This design comes from an exercise in tuning for small area and a short achievable clock period on the open sky130 flow, not from production work.
At most, simulation tests tie the RTL to the original design; equivalence was not proved.
Power is estimated from default activity; no workload was simulated.

==> inputs of v23 <==
// FIR
module FIR #
(
    parameter inbit = 11,
    parameter outbit = 23,
    parameter n=32
)
(
    input rst,
    input clk,
    input wire signed [inbit-1:0] infix,
    output reg signed [outbit-1:0] outfix
);
Settings: LEC_CHECK=0, CAP_MARGIN=20, CORE_MARGIN=2, CORE_UTILIZATION=40, CTS_BUF_LIST=sky130_fd_sc_hd__clkbuf_16, CTS_CLUSTER_DIAMETER=110, CTS_CLUSTER_SIZE=32, SETUP_SLACK_MARGIN=2.1, SLEW_MARGIN=20, SYNTH_HIERARCHICAL=1; clock period 4.2 ns.
run.sh (not shown) runs the stock make flow with config.mk's settings and CLKGATE_MAP_FILE= SYNTH_SCRIPT=/design/flow/synth_recipe.tcl, a recipe that flattens the netlist after the stock synthesis.
==> inputs of v14, as changes to v23 <==
--- a/flow/config.mk
+++ b/flow/config.mk
@@ -11,4 +11,4 @@
 export CTS_BUF_LIST = sky130_fd_sc_hd__clkbuf_16
-export CTS_CLUSTER_DIAMETER = 110
-export CTS_CLUSTER_SIZE = 32
+export CTS_CLUSTER_DIAMETER = 100
+export CTS_CLUSTER_SIZE = 28
 export SETUP_SLACK_MARGIN = 2.1
==> inputs of v5, as changes to v23 <==
--- a/flow/config.mk
+++ b/flow/config.mk
@@ -11,4 +11,4 @@
 export CTS_BUF_LIST = sky130_fd_sc_hd__clkbuf_16
-export CTS_CLUSTER_DIAMETER = 110
-export CTS_CLUSTER_SIZE = 32
+export CTS_CLUSTER_DIAMETER = 100
+export CTS_CLUSTER_SIZE = 25
 export SETUP_SLACK_MARGIN = 2.1
==> run_results.csv <==
group,metric,value,unit
cells_and_area,final-nonclk-buf-share,2.070,%
power_and_ir_drop,p_seq_share,50.4,%
run_status,status,"timing/DRC/antenna clean",
global_route,grt_pass1_wl,100100,um
(the above is from v23)
==> run_results.csv <==
group,metric,value,unit
run_status,status,"timing/DRC/antenna clean",
cells_and_area,area_growth,10.76,%
global_route,antenna_found_initial,1,
cts,cts.htree.levels,2,
power_and_ir_drop,p_seq_share,48.9,%
critical_path,worst_path_max_delay_cell,"fa_2",
global_route,grt_pass1_wl,100800,um
cells_and_area,largest-register,"outfix",
cells_and_area,drive_above_1_share,10.03,%
(the above is from v5)
==> run_results.csv <==
group,metric,value,unit
run_status,status,"timing/DRC/antenna clean",
global_route,grt_pass1_wl,100200,um
power_and_ir_drop,p_seq_share,49.9,%
drt,via_count,15920,
(the above is from v14)
No run of this note included a check of the RTL's function; only the layout flow was run.

* * *

==> trial 45 <==
FIR, a different RTL version from the one above (not shown whole).
==> flow/config.mk <==
export PLATFORM = sky130hd
export DESIGN_NAME = FIR
export DESIGN_NICKNAME = FIR
export VERILOG_FILES = /design/flow/design.v
export SDC_FILE = /design/flow/constraint.sdc
export NUM_CORES = 4
export LEC_CHECK = 0
export CAP_MARGIN = 20
export CORE_MARGIN = 2
export CORE_UTILIZATION = 40
export SETUP_SLACK_MARGIN = 2.1
export SLEW_MARGIN = 20
export SYNTH_HIERARCHICAL = 1
==> flow/constraint.sdc <==
create_clock -name core_clock -period 4.2 [get_ports {clk}]
set_input_delay 0.8400 -clock core_clock [delete_from_list [all_inputs] [get_ports {clk}]]
set_output_delay 0.8400 -clock core_clock [all_outputs]
set_load 0.01 [all_outputs]
==> trial 97: changes against trial 45 <==
Settings changed: SETUP_SLACK_MARGIN 2.1 to 2.0.
==> comparison <==
- Synthesized cell count is the same in trial 97 and trial 45.
- Between trial 97 and trial 45, the lower final area is in trial 97 (gap 1.8%, measured against trial 45).
- In trial 45 the register-to-register slack is higher than in trial 97, by 0.03 ns.
- Sequential power is about the same in trial 97 and trial 45.
No run of this note included a check of the RTL's function; only the layout flow was run.

* * *

==> inputs of run a <==
FIR, a different RTL version from the one above (not shown whole).
clock: 4.2 ns
lec_check: 0
cap_margin: 20
core_margin: 2
core_utilization: 40
cts_buf_list: sky130_fd_sc_hd__clkbuf_16
cts_cluster_diameter: 100
cts_cluster_size: 28
setup_slack_margin: 2.1
slew_margin: 20
synth_hierarchical: 1
==> run b (differences from run a) <==
--- a/flow/config.mk
+++ b/flow/config.mk
@@ -11,6 +11,6 @@
 export CTS_BUF_LIST = sky130_fd_sc_hd__clkbuf_16
 export CTS_CLUSTER_DIAMETER = 100
-export CTS_CLUSTER_SIZE = 28
-export SETUP_SLACK_MARGIN = 2.1
+export CTS_CLUSTER_SIZE = 25
+export SETUP_SLACK_MARGIN = 1.9
 export SLEW_MARGIN = 20
 export SYNTH_HIERARCHICAL = 1
==> run c (differences from run a) <==
--- a/flow/config.mk
+++ b/flow/config.mk
@@ -12,5 +12,5 @@
 export CTS_CLUSTER_DIAMETER = 100
 export CTS_CLUSTER_SIZE = 28
-export SETUP_SLACK_MARGIN = 2.1
+export SETUP_SLACK_MARGIN = 2.05
 export SLEW_MARGIN = 20
 export SYNTH_HIERARCHICAL = 1
==> summary of the runs <==
Non-clock buffer count: run c is higher than run b (28).
In critical path depth, run b and run c do not differ.
Global-route usage: run a < run c < run b.
Synthesized cell count is the same in run b and run c.

-- separate check: timing with driven ports --
How much do the figures lean on ideal ports? The routed layouts below were timed once more, with nothing changed but the port constraints. Step 1 (the two cells are an assumption about what drives the block):
set clk [get_ports {clk}]
set_driving_cell -lib_cell sky130_fd_sc_hd__clkbuf_16 $clk
set_driving_cell -lib_cell sky130_fd_sc_hd__buf_2 [delete_from_list [all_inputs] $clk]
Step 2 also shifts input and output timing later by t, the mid clock arrival at the registers, as if the neighbouring blocks saw the same clock. a / b / c = ideal / step 1 / step 2; a / b = the first two.
| run | t (ns) | slack for setup (ns) | worst data-port slew with drivers (ns) | cell pins on the clock port's net |
|---|---|---|---|---|
| v23 | 0.668 | 2.081 / 2.081 / 1.555 | 0.07 | 1 |
| v14 | 0.692 | 2.080 / 2.080 / 1.499 | 0.07 | 1 |
| v5 | 0.631 | 2.080 / 2.080 / 1.592 | 0.07 | 1 |
| trial 45 | 0.657 | 2.052 / 2.052 / 1.480 | 0.05 | 1 |
| trial 97 | 0.650 | 2.015 / 2.024 / 1.400 | 0.06 | 1 |
| run a | 0.656 | 2.087 / 2.087 / 1.539 | 0.05 | 1 |
| run b | 0.632 | 1.965 / 1.965 / 1.403 | 0.05 | 1 |
| run c | 0.667 | 2.071 / 2.071 / 1.559 | 0.05 | 1 |
After both steps setup and hold are still met in every run listed. The setup slack of trial 97, which loses most, moves by +0.009 ns with the drivers and by -0.615 ns with both steps.
